Background: an optimization exercise with open tools, aiming at small area. Do not read the settings as production practice. Only simulation tests tie the RTL to the original design; equivalence was not proved.

==> run K: inputs <==
Design cpu, start of the top module:
module cpu(
    input wire clk,
    input wire reset,
    output wire overflow_o,
    output wire zero_o,
    output wire if_id_flush_o,
    output wire stop_flag_o,
    output wire [31:0] instr_mem_address_o,
    output wire if_id_en_o,
    input wire [31:0] instr_mem_read_i,
    output wire [3:0] data_mem_we_o,
    output wire [31:0] data_mem_address_o,
    output wire [31:0] data_mem_write_o,
    input wire [31:0] data_mem_read_i
);
==> flow/config.mk <==
export PLATFORM = sky130hd
export DESIGN_NAME = cpu
export DESIGN_NICKNAME = cpu
export VERILOG_FILES = /design/flow/design.v
export SDC_FILE = /design/flow/constraint.sdc
export NUM_CORES = 4
export LEC_CHECK = 0
export CAP_MARGIN = 35
export CORE_MARGIN = 2
export CORE_UTILIZATION = 45
export SLEW_MARGIN = 35
export SYNTH_HIERARCHICAL = 1
export SYNTH_MINIMUM_KEEP_SIZE = 0
==> flow/constraint.sdc <==
create_clock -name core_clock -period 30.0 [get_ports {clk}]
set_input_delay 6.0000 -clock core_clock [delete_from_list [all_inputs] [get_ports {clk}]]
set_output_delay 6.0000 -clock core_clock [all_outputs]
set_load 0.01 [all_outputs]
run.sh (not shown) runs the stock make flow with config.mk's settings and CLKGATE_MAP_FILE= SYNTH_SCRIPT=/design/flow/synth_recipe.tcl, a recipe that flattens the netlist after the stock synthesis.
==> inputs of run Z, as changes to run K <==
--- a/flow/design.v
+++ b/flow/design.v
@@ -24,11 +24,12 @@
                      C_LUI  = 4'd8,
                      C_OTH  = 4'd9,    
                      C_BUB  = 4'd10,   
                      C_RST  = 4'd11;   
     reg  [31:0] pc;
-    reg  [31:0] if_id;
+    reg         if_z, if_eq;
+    wire [31:0] if_id;
     reg         stop_seen;
     reg  [31:0] ex_a;         
     reg  [31:0] ex_b;         
     reg  [31:7] ex_ins;       
     reg  [3:0]  ex_cls;
@@ -38,11 +39,18 @@
     reg         mem_m2r, mem_rdwe, mem_stop;
     reg  [1:0]  mem_we;       
     reg  [31:0] wb_alu;
     reg  [4:0]  wb_rd;
     reg         wb_m2r, wb_rdwe, wb_stop;
-    wire [31:0] wd = wb_m2r ? data_mem_read_i : wb_alu;
+    wire [31:0] wdn;    
+    genvar g;
+    generate
+        for (g = 0; g < 32; g = g + 1) begin : wdm
+            c_mux2i u (.a0(wb_alu[g]), .a1(data_mem_read_i[g]), .s(wb_m2r), .y(wdn[g]));
+        end
+    endgenerate
+    wire [31:0] wd = ~wdn;
     wire        wb_wr = wb_rdwe & (wb_rd != 5'd0);
     wire [31:0] ins = instr_mem_read_i;
     wire [6:0]  opc = ins[6:0];
     wire [4:0]  ra1 = ins[19:15];
     wire [4:0]  ra2 = ins[24:20];
@@ -69,14 +77,13 @@
     wire stall = is_br ? (((h1 | h2) & ex_rdwe) | ((m1 | m2) & mem_m2r))
                        : (((h1 & rs1_use) | (h2 & rs2_use)) & ex_m2r);
     wire pass = ~stall;
     wire byp1 = wb_wr & (wb_rd == ra1);
     wire byp2 = wb_wr & (wb_rd == ra2);
-    wire [31:0] wdr = wd & {32{~reset}};
+    wire [31:0] wdr = ~(wdn | {32{reset}});
     wire [32*32-1:0] rfq;
-    assign rfq[32*31 +: 32] = ~wd;
-    genvar g;
+    assign rfq[32*31 +: 32] = wdn;
     generate
         for (g = 1; g < 32; g = g + 1) begin : rf
             reg [31:0] q;
             wire en = reset | (wb_rdwe & (wb_rd == g));
             always @(posedge clk) begin
@@ -104,31 +111,40 @@
     end
     wire [31:0] rs1d, rs2d;
     rf_read rd1 (.sel(sel1), .q(rfq), .y(rs1d));
     rf_read rd2 (.sel(sel2), .q(rfq), .y(rs2d));
     wire mem_fw_ok = mem_rdwe & (mem_rd != 5'd0);
-    wire [31:0] bra = (mem_fw_ok && m1) ? mem_alu : rs1d;
-    wire [31:0] brb = (mem_fw_ok && m2) ? mem_alu : rs2d;
-    wire b_eq  = bra == brb;
+    wire fw1 = mem_fw_ok & m1;
+    wire fw2 = mem_fw_ok & m2;
+    wire [31:0] bra_n, brb_n;    
+    generate
+        for (g = 0; g < 32; g = g + 1) begin : brm
+            c_mux2i ua (.a0(rs1d[g]), .a1(mem_alu[g]), .s(fw1), .y(bra_n[g]));
+            c_mux2i ub (.a0(rs2d[g]), .a1(mem_alu[g]), .s(fw2), .y(brb_n[g]));
+        end
+    endgenerate
+    wire [31:0] bra = ~bra_n;
+    wire [31:0] brb = ~brb_n;
+    wire b_eq  = bra_n == brb_n;
     reg [32:0] ltc;
     always @* begin
         ltc[0] = 1'b0;
         for (k = 0; k < 31; k = k + 1)
-            ltc[k+1] = (~bra[k] & brb[k]) | (~bra[k] & ltc[k]) | (brb[k] & ltc[k]);
-        ltc[32] = (bra[31] & ~brb[31]) | (bra[31] & ltc[31]) | (~brb[31] & ltc[31]);
+            ltc[k+1] = (bra_n[k] & ~brb_n[k]) | (bra_n[k] & ltc[k]) | (~brb_n[k] & ltc[k]);
+        ltc[32] = (~bra_n[31] & brb_n[31]) | (~bra_n[31] & ltc[31]) | (brb_n[31] & ltc[31]);
     end
     wire b_lt  = ltc[32];
-    wire brb_hi_nz = |brb[31:1];
+    wire brb_hi_nz = ~&brb_n[31:1];
     reg  bcond_b;
     always @* begin
         case (f3)
             3'b000: bcond_b = b_eq;
             3'b001: bcond_b = ~b_eq;
             3'b100: bcond_b = b_lt;
             3'b101: bcond_b = ~b_lt;
-            3'b110: bcond_b = brb_hi_nz | (brb[0] & ~bra[0]);    
-            3'b111: bcond_b = bra[0] & ~brb_hi_nz & ~brb[0];     
+            3'b110: bcond_b = brb_hi_nz | (~brb_n[0] & bra_n[0]);    
+            3'b111: bcond_b = ~bra_n[0] & ~brb_hi_nz & brb_n[0];     
             default: bcond_b = 1'b0;
         endcase
     end
     wire bcond = op_b ? bcond_b : (op_jal | op_jalr);
     wire sgn = ins[31];
@@ -138,10 +154,20 @@
     wire [31:0] imm_j  = opc[3] ? imm_jj : (opc[2] ? imm_ji : imm_jb);
     wire [31:0] jbase  = (opc[2] & ~opc[3]) ? rs1d : if_id;
     wire [31:0] jump;
     wire jump_co;
     add_ripple0 #(.N(32)) jadd (.a(jbase), .b(imm_j), .s(jump), .co(jump_co));
+    reg [31:2] pc_dec;
+    reg nb;
+    always @* begin
+        nb = 1'b0;                       
+        for (k = 2; k < 32; k = k + 1) begin
+            pc_dec[k] = ~(pc[k] ^ nb);
+            nb = pc[k] | nb;
+        end
+    end
+    assign if_id = if_z ? 32'b0 : (if_eq ? pc : {pc_dec, pc[1:0]});
     wire [31:2] pc_inc;
     inc_ha #(.N(30)) pinc (.a(pc[31:2]), .s(pc_inc));
     reg [3:0] cls;
     always @* begin
         cls = C_OTH;
@@ -156,17 +182,21 @@
         if (op_lui)  cls = C_LUI;
     end
     always @(posedge clk) begin
         if (reset) begin
             pc <= 32'b0;
-            if_id <= 32'b0;
+            if_z <= 1'b1;
+            if_eq <= 1'b0;
             stop_seen <= 1'b0;
         end else begin
             if (!wb_stop && pass)
                 pc <= bcond ? jump : {pc_inc, pc[1:0]};
             if (pass)
-                if_id <= bcond ? 32'b0 : pc;
+            begin
+                if_z <= bcond;
+                if_eq <= ~bcond & wb_stop;
+            end
             if (op_sys)
                 stop_seen <= 1'b1;
         end
     end
     always @(posedge clk) begin
@@ -193,12 +223,20 @@
     wire wb_fw_ok = wb_rdwe & (wb_rd != 5'd0);
     wire fa_mem = ex_valid & ~ex_pcop & mem_fw_ok & (era1 == mem_rd);
     wire fa_wb  = ex_valid & ~ex_pcop & wb_fw_ok & (era1 == wb_rd);
     wire fb_mem = ex_valid & mem_fw_ok & (era2 == mem_rd);
     wire fb_wb  = ex_valid & wb_fw_ok & (era2 == wb_rd);
-    wire [31:0] a_op  = fa_mem ? mem_alu : (fa_wb ? wd : ex_a);
-    wire [31:0] b_tmp = fb_mem ? mem_alu : (fb_wb ? wd : ex_b);
+    wire sa_mem = fa_mem;
+    wire sa_wb  = ~fa_mem & fa_wb;
+    wire sa_ex  = ~fa_mem & ~fa_wb;
+    wire [31:0] a_op_n;
+    generate
+        for (g = 0; g < 32; g = g + 1) begin : am
+            c_aoi222 u (.a0(sa_mem), .b0(mem_alu[g]), .a1(sa_wb), .b1(wd[g]), .a2(sa_ex), .b2(ex_a[g]), .y(a_op_n[g]));
+        end
+    endgenerate
+    wire [31:0] a_op = ~a_op_n;
     wire es = ex_ins[31];
     reg [31:0] imm;
     always @* begin
         case (ex_cls)
             C_I, C_LD, C_JALR: imm = {{20{es}}, ex_ins[31:20]};
@@ -207,11 +245,23 @@
             C_LUI: imm = {ex_ins[31:12], 12'b0};
             C_JAL: imm = {{11{es}}, es, ex_ins[19:12], ex_ins[20], ex_ins[30:21], 1'b0};
             default: imm = 32'b0;
         endcase
     end
-    wire [31:0] b_op = ex_srcb ? imm : b_tmp;
+    wire sb_imm = ex_srcb;
+    wire sb_mem = ~ex_srcb & fb_mem;
+    wire sb_wb  = ~ex_srcb & ~fb_mem & fb_wb;
+    wire sb_ex  = ~ex_srcb & ~fb_mem & ~fb_wb;
+    wire [31:0] b_op;
+    generate
+        for (g = 0; g < 32; g = g + 1) begin : bm
+            wire t3, t1;
+            c_aoi222 u3 (.a0(sb_imm), .b0(imm[g]), .a1(sb_mem), .b1(mem_alu[g]), .a2(sb_wb), .b2(wd[g]), .y(t3));
+            c_nand u1 (.a(sb_ex), .b(ex_b[g]), .y(t1));
+            c_nand uo (.a(t3), .b(t1), .y(b_op[g]));
+        end
+    endgenerate
     localparam [4:0] O_ADD = 5'd0, O_SUB = 5'd1, O_SLL = 5'd2, O_SLT = 5'd3, O_SLTU = 5'd4,
                      O_XOR = 5'd5, O_SRL = 5'd6, O_OR = 5'd7, O_AND = 5'd8, O_ANDN = 5'd9,
                      O_ORN = 5'd10, O_XNOR = 5'd11, O_MUL = 5'd12, O_MULH = 5'd13, O_ZERO = 5'd14,
                      O_ROL = 5'd15, O_ROR = 5'd16, O_MAX = 5'd17, O_MIN = 5'd18, O_MAXU = 5'd19,
                      O_MINU = 5'd20, O_REV8 = 5'd21, O_ORCB = 5'd22, O_CPOP = 5'd23, O_CTZ = 5'd24,
@@ -311,11 +361,12 @@
     wire ext_lo  = (op == O_SEXTB) || (op == O_SEXTH) || (op == O_ZEXTH);
     wire ext_mid = (op == O_SEXTH) || (op == O_ZEXTH);
     reg [31:0] logic_r;
     always @* begin
         for (k = 0; k < 32; k = k + 1) begin
-            logic_r[k] = tt[{a_op[k], b_op[k]}];
+            logic_r[k] = (tt[3] & a_op[k] & b_op[k]) | (tt[2] & a_op[k] & ~b_op[k]) |
+                         (tt[1] & ~a_op[k] & b_op[k]) | (tt[0] & ~a_op[k] & ~b_op[k]);
             if (k < 8)
                 logic_r[k] = logic_r[k] | (ext_lo & a_op[k]);
             else if (k < 16)
                 logic_r[k] = logic_r[k] | (ext_mid & a_op[k]);
         end
@@ -342,11 +393,11 @@
         for (k = 0; k < 32; k = k + 1)
             smask[k] = (is_rol | is_ror) | (is_sll & amt_small & therm[k]) | (is_srl & amt_small & therm[31-k]);
     end
     wire [31:0] shift_r = ~rotn & smask;
     wire [63:0] prod;
-    signed_mul mul_u (.a(a_op), .b(b_tmp), .p(prod));
+    signed_mul mul_u (.a(a_op), .b(b_op), .p(prod));
     wire [31:0] mul_r = (op == O_MUL) ? prod[31:0] : ((op == O_MULH) ? prod[63:32] : 32'b0);
     wire is_ctz = op == O_CTZ;
     reg [31:0] cz_in;
     always @* begin
         for (k = 0; k < 32; k = k + 1)
==> flow/flow/run.sh (new file) <==
#!/bin/bash
# The standard layout, with the ports buffered by the smallest buffer
# (sky130_fd_sc_hd__buf_1) instead of sky130_fd_sc_hd__clkdlybuf4s50_1.
# Every input and output port still gets its own buffer.
set -e
export BUFFER_PORTS_ARGS="-buffer_cell sky130_fd_sc_hd__buf_1"
bash standard.sh > standard.log 2>&1
==> flow/standard.sh (new file) <==
#!/bin/bash
# synth_recipe.tcl (not shown) runs the flow's synth.tcl, then flattens the netlist and writes it again
# the make line also repeats each setting of config.mk as NAME=value (left out here)
make -C /OpenROAD-flow-scripts/flow DESIGN_CONFIG=/design/flow/config.mk WORK_HOME=/design/flow/orfs CLKGATE_MAP_FILE= SYNTH_SCRIPT=/design/flow/synth_recipe.tcl "${@:-finish}"
--- a/flow/config.mk
+++ b/flow/config.mk
@@ -6,8 +6,11 @@
 export NUM_CORES = 4
 export LEC_CHECK = 0
 export CAP_MARGIN = 35
 export CORE_MARGIN = 2
 export CORE_UTILIZATION = 45
+export CTS_CLUSTER_DIAMETER = 100
+export CTS_CLUSTER_SIZE = 24
+export PLACE_DENSITY = 0.75
 export SLEW_MARGIN = 35
 export SYNTH_HIERARCHICAL = 1
 export SYNTH_MINIMUM_KEEP_SIZE = 0
removed: flow/run.sh
==> inputs of run F, as changes to run K <==
--- a/flow/design.v
+++ b/flow/design.v
@@ -24,11 +24,12 @@
                      C_LUI  = 4'd8,
                      C_OTH  = 4'd9,    
                      C_BUB  = 4'd10,   
                      C_RST  = 4'd11;   
     reg  [31:0] pc;
-    reg  [31:0] if_id;
+    reg         if_z, if_eq;
+    wire [31:0] if_id;
     reg         stop_seen;
     reg  [31:0] ex_a;         
     reg  [31:0] ex_b;         
     reg  [31:7] ex_ins;       
     reg  [3:0]  ex_cls;
@@ -38,11 +39,18 @@
     reg         mem_m2r, mem_rdwe, mem_stop;
     reg  [1:0]  mem_we;       
     reg  [31:0] wb_alu;
     reg  [4:0]  wb_rd;
     reg         wb_m2r, wb_rdwe, wb_stop;
-    wire [31:0] wd = wb_m2r ? data_mem_read_i : wb_alu;
+    wire [31:0] wdn;    
+    genvar g;
+    generate
+        for (g = 0; g < 32; g = g + 1) begin : wdm
+            c_mux2i u (.a0(wb_alu[g]), .a1(data_mem_read_i[g]), .s(wb_m2r), .y(wdn[g]));
+        end
+    endgenerate
+    wire [31:0] wd = ~wdn;
     wire        wb_wr = wb_rdwe & (wb_rd != 5'd0);
     wire [31:0] ins = instr_mem_read_i;
     wire [6:0]  opc = ins[6:0];
     wire [4:0]  ra1 = ins[19:15];
     wire [4:0]  ra2 = ins[24:20];
@@ -69,14 +77,13 @@
     wire stall = is_br ? (((h1 | h2) & ex_rdwe) | ((m1 | m2) & mem_m2r))
                        : (((h1 & rs1_use) | (h2 & rs2_use)) & ex_m2r);
     wire pass = ~stall;
     wire byp1 = wb_wr & (wb_rd == ra1);
     wire byp2 = wb_wr & (wb_rd == ra2);
-    wire [31:0] wdr = wd & {32{~reset}};
+    wire [31:0] wdr = ~(wdn | {32{reset}});
     wire [32*32-1:0] rfq;
-    assign rfq[32*31 +: 32] = ~wd;
-    genvar g;
+    assign rfq[32*31 +: 32] = wdn;
     generate
         for (g = 1; g < 32; g = g + 1) begin : rf
             reg [31:0] q;
             wire en = reset | (wb_rdwe & (wb_rd == g));
             always @(posedge clk) begin
@@ -104,31 +111,40 @@
     end
     wire [31:0] rs1d, rs2d;
     rf_read rd1 (.sel(sel1), .q(rfq), .y(rs1d));
     rf_read rd2 (.sel(sel2), .q(rfq), .y(rs2d));
     wire mem_fw_ok = mem_rdwe & (mem_rd != 5'd0);
-    wire [31:0] bra = (mem_fw_ok && m1) ? mem_alu : rs1d;
-    wire [31:0] brb = (mem_fw_ok && m2) ? mem_alu : rs2d;
-    wire b_eq  = bra == brb;
+    wire fw1 = mem_fw_ok & m1;
+    wire fw2 = mem_fw_ok & m2;
+    wire [31:0] bra_n, brb_n;    
+    generate
+        for (g = 0; g < 32; g = g + 1) begin : brm
+            c_mux2i ua (.a0(rs1d[g]), .a1(mem_alu[g]), .s(fw1), .y(bra_n[g]));
+            c_mux2i ub (.a0(rs2d[g]), .a1(mem_alu[g]), .s(fw2), .y(brb_n[g]));
+        end
+    endgenerate
+    wire [31:0] bra = ~bra_n;
+    wire [31:0] brb = ~brb_n;
+    wire b_eq  = bra_n == brb_n;
     reg [32:0] ltc;
     always @* begin
         ltc[0] = 1'b0;
         for (k = 0; k < 31; k = k + 1)
-            ltc[k+1] = (~bra[k] & brb[k]) | (~bra[k] & ltc[k]) | (brb[k] & ltc[k]);
-        ltc[32] = (bra[31] & ~brb[31]) | (bra[31] & ltc[31]) | (~brb[31] & ltc[31]);
+            ltc[k+1] = (bra_n[k] & ~brb_n[k]) | (bra_n[k] & ltc[k]) | (~brb_n[k] & ltc[k]);
+        ltc[32] = (~bra_n[31] & brb_n[31]) | (~bra_n[31] & ltc[31]) | (brb_n[31] & ltc[31]);
     end
     wire b_lt  = ltc[32];
-    wire brb_hi_nz = |brb[31:1];
+    wire brb_hi_nz = ~&brb_n[31:1];
     reg  bcond_b;
     always @* begin
         case (f3)
             3'b000: bcond_b = b_eq;
             3'b001: bcond_b = ~b_eq;
             3'b100: bcond_b = b_lt;
             3'b101: bcond_b = ~b_lt;
-            3'b110: bcond_b = brb_hi_nz | (brb[0] & ~bra[0]);    
-            3'b111: bcond_b = bra[0] & ~brb_hi_nz & ~brb[0];     
+            3'b110: bcond_b = brb_hi_nz | (~brb_n[0] & bra_n[0]);    
+            3'b111: bcond_b = ~bra_n[0] & ~brb_hi_nz & brb_n[0];     
             default: bcond_b = 1'b0;
         endcase
     end
     wire bcond = op_b ? bcond_b : (op_jal | op_jalr);
     wire sgn = ins[31];
@@ -138,10 +154,20 @@
     wire [31:0] imm_j  = opc[3] ? imm_jj : (opc[2] ? imm_ji : imm_jb);
     wire [31:0] jbase  = (opc[2] & ~opc[3]) ? rs1d : if_id;
     wire [31:0] jump;
     wire jump_co;
     add_ripple0 #(.N(32)) jadd (.a(jbase), .b(imm_j), .s(jump), .co(jump_co));
+    reg [31:2] pc_dec;
+    reg nb;
+    always @* begin
+        nb = 1'b0;                       
+        for (k = 2; k < 32; k = k + 1) begin
+            pc_dec[k] = ~(pc[k] ^ nb);
+            nb = pc[k] | nb;
+        end
+    end
+    assign if_id = if_z ? 32'b0 : (if_eq ? pc : {pc_dec, pc[1:0]});
     wire [31:2] pc_inc;
     inc_ha #(.N(30)) pinc (.a(pc[31:2]), .s(pc_inc));
     reg [3:0] cls;
     always @* begin
         cls = C_OTH;
@@ -156,17 +182,21 @@
         if (op_lui)  cls = C_LUI;
     end
     always @(posedge clk) begin
         if (reset) begin
             pc <= 32'b0;
-            if_id <= 32'b0;
+            if_z <= 1'b1;
+            if_eq <= 1'b0;
             stop_seen <= 1'b0;
         end else begin
             if (!wb_stop && pass)
                 pc <= bcond ? jump : {pc_inc, pc[1:0]};
             if (pass)
-                if_id <= bcond ? 32'b0 : pc;
+            begin
+                if_z <= bcond;
+                if_eq <= ~bcond & wb_stop;
+            end
             if (op_sys)
                 stop_seen <= 1'b1;
         end
     end
     always @(posedge clk) begin
@@ -193,12 +223,20 @@
     wire wb_fw_ok = wb_rdwe & (wb_rd != 5'd0);
     wire fa_mem = ex_valid & ~ex_pcop & mem_fw_ok & (era1 == mem_rd);
     wire fa_wb  = ex_valid & ~ex_pcop & wb_fw_ok & (era1 == wb_rd);
     wire fb_mem = ex_valid & mem_fw_ok & (era2 == mem_rd);
     wire fb_wb  = ex_valid & wb_fw_ok & (era2 == wb_rd);
-    wire [31:0] a_op  = fa_mem ? mem_alu : (fa_wb ? wd : ex_a);
-    wire [31:0] b_tmp = fb_mem ? mem_alu : (fb_wb ? wd : ex_b);
+    wire sa_mem = fa_mem;
+    wire sa_wb  = ~fa_mem & fa_wb;
+    wire sa_ex  = ~fa_mem & ~fa_wb;
+    wire [31:0] a_op_n;
+    generate
+        for (g = 0; g < 32; g = g + 1) begin : am
+            c_aoi222 u (.a0(sa_mem), .b0(mem_alu[g]), .a1(sa_wb), .b1(wd[g]), .a2(sa_ex), .b2(ex_a[g]), .y(a_op_n[g]));
+        end
+    endgenerate
+    wire [31:0] a_op = ~a_op_n;
     wire es = ex_ins[31];
     reg [31:0] imm;
     always @* begin
         case (ex_cls)
             C_I, C_LD, C_JALR: imm = {{20{es}}, ex_ins[31:20]};
@@ -207,11 +245,23 @@
             C_LUI: imm = {ex_ins[31:12], 12'b0};
             C_JAL: imm = {{11{es}}, es, ex_ins[19:12], ex_ins[20], ex_ins[30:21], 1'b0};
             default: imm = 32'b0;
         endcase
     end
-    wire [31:0] b_op = ex_srcb ? imm : b_tmp;
+    wire sb_imm = ex_srcb;
+    wire sb_mem = ~ex_srcb & fb_mem;
+    wire sb_wb  = ~ex_srcb & ~fb_mem & fb_wb;
+    wire sb_ex  = ~ex_srcb & ~fb_mem & ~fb_wb;
+    wire [31:0] b_op;
+    generate
+        for (g = 0; g < 32; g = g + 1) begin : bm
+            wire t3, t1;
+            c_aoi222 u3 (.a0(sb_imm), .b0(imm[g]), .a1(sb_mem), .b1(mem_alu[g]), .a2(sb_wb), .b2(wd[g]), .y(t3));
+            c_nand u1 (.a(sb_ex), .b(ex_b[g]), .y(t1));
+            c_nand uo (.a(t3), .b(t1), .y(b_op[g]));
+        end
+    endgenerate
     localparam [4:0] O_ADD = 5'd0, O_SUB = 5'd1, O_SLL = 5'd2, O_SLT = 5'd3, O_SLTU = 5'd4,
                      O_XOR = 5'd5, O_SRL = 5'd6, O_OR = 5'd7, O_AND = 5'd8, O_ANDN = 5'd9,
                      O_ORN = 5'd10, O_XNOR = 5'd11, O_MUL = 5'd12, O_MULH = 5'd13, O_ZERO = 5'd14,
                      O_ROL = 5'd15, O_ROR = 5'd16, O_MAX = 5'd17, O_MIN = 5'd18, O_MAXU = 5'd19,
                      O_MINU = 5'd20, O_REV8 = 5'd21, O_ORCB = 5'd22, O_CPOP = 5'd23, O_CTZ = 5'd24,
@@ -311,11 +361,12 @@
     wire ext_lo  = (op == O_SEXTB) || (op == O_SEXTH) || (op == O_ZEXTH);
     wire ext_mid = (op == O_SEXTH) || (op == O_ZEXTH);
     reg [31:0] logic_r;
     always @* begin
         for (k = 0; k < 32; k = k + 1) begin
-            logic_r[k] = tt[{a_op[k], b_op[k]}];
+            logic_r[k] = (tt[3] & a_op[k] & b_op[k]) | (tt[2] & a_op[k] & ~b_op[k]) |
+                         (tt[1] & ~a_op[k] & b_op[k]) | (tt[0] & ~a_op[k] & ~b_op[k]);
             if (k < 8)
                 logic_r[k] = logic_r[k] | (ext_lo & a_op[k]);
             else if (k < 16)
                 logic_r[k] = logic_r[k] | (ext_mid & a_op[k]);
         end
@@ -342,11 +393,11 @@
         for (k = 0; k < 32; k = k + 1)
             smask[k] = (is_rol | is_ror) | (is_sll & amt_small & therm[k]) | (is_srl & amt_small & therm[31-k]);
     end
     wire [31:0] shift_r = ~rotn & smask;
     wire [63:0] prod;
-    signed_mul mul_u (.a(a_op), .b(b_tmp), .p(prod));
+    signed_mul mul_u (.a(a_op), .b(b_op), .p(prod));
     wire [31:0] mul_r = (op == O_MUL) ? prod[31:0] : ((op == O_MULH) ? prod[63:32] : 32'b0);
     wire is_ctz = op == O_CTZ;
     reg [31:0] cz_in;
     always @* begin
         for (k = 0; k < 32; k = k + 1)
==> flow/flow/run.sh (new file) <==
#!/bin/bash
# The standard layout, with two changes:
# - the ports are buffered by the smallest buffer (sky130_fd_sc_hd__buf_1)
#   instead of sky130_fd_sc_hd__clkdlybuf4s50_1; every input and output port
#   still gets its own buffer;
# - after global routing, gates on paths with positive slack are downsized
#   (ORFS RECOVER_POWER).
set -e
export BUFFER_PORTS_ARGS="-buffer_cell sky130_fd_sc_hd__buf_1"
export RECOVER_POWER=100
bash standard.sh > standard.log 2>&1
==> flow/standard.sh (new file) <==
#!/bin/bash
# synth_recipe.tcl (not shown) runs the flow's synth.tcl, then flattens the netlist and writes it again
# the make line also repeats each setting of config.mk as NAME=value (left out here)
make -C /OpenROAD-flow-scripts/flow DESIGN_CONFIG=/design/flow/config.mk WORK_HOME=/design/flow/orfs CLKGATE_MAP_FILE= SYNTH_SCRIPT=/design/flow/synth_recipe.tcl "${@:-finish}"
--- a/flow/config.mk
+++ b/flow/config.mk
@@ -6,8 +6,10 @@
 export NUM_CORES = 4
 export LEC_CHECK = 0
 export CAP_MARGIN = 35
 export CORE_MARGIN = 2
 export CORE_UTILIZATION = 45
+export CTS_CLUSTER_DIAMETER = 100
+export CTS_CLUSTER_SIZE = 24
 export SLEW_MARGIN = 35
 export SYNTH_HIERARCHICAL = 1
 export SYNTH_MINIMUM_KEEP_SIZE = 0
removed: flow/run.sh
==> notes <==
Run Z finished with timing, DRC and antenna clean. Run F finished but failed the layout checks on capacitance limit, slew limit. Run K passed the timing, design-rule and antenna checks.
Between run Z and run K, the lower sequential share of layout area is in run K (gap 1.8 points).
Between run K and run Z, the lower first-iteration DRC count is in run K (gap 13%, measured against run Z).
Cell area: run K > run Z > run F.
Hold slack, highest first: run F, run Z, run K.
Routed wire length is about the same in run F and run Z.
Of run F and run Z, run Z has the higher register-to-register slack (gap 1.2 ns).
The highest non-clock buffer count belongs to run K, the lowest to run F.
Against run Z, the flip-flop and latch count of run K is higher by 30.
Of run Z and run K, run K has the higher core utilization (gap 2.0 points).

## port drivers added, routing unchanged
How much do the figures lean on ideal ports? The routed layouts below were timed once more, with nothing changed but the port constraints. Step 1 assumes that a clkbuf_16 drives the clock port and a buf_2 every other input. Step 2 times the ports against the registers' clock, not the clock port: input delays grow and output delays shrink by t, the midpoint of the rising clock arrivals with the driver on. Three values: no drivers, after step 1, after step 2; two values: the first two.
run	t (ns)	slack for setup (ns)	worst setup path at the end	worst register clock-pin slew, ns	worst slew at a driven data input, ns
run K	0.882	2.119 / 2.095 / 2.095	input to output	0.07 / 0.07	0.22
run Z	0.814	2.759 / 2.734 / 2.734	input to output	0.11 / 0.11	0.10
run F	0.815	2.352 / 2.325 / 2.325	input to output	0.12 / 0.12	0.07
The setup slack of run F, which loses most, moves by -0.027 ns with the drivers and by -0.027 ns with both steps.
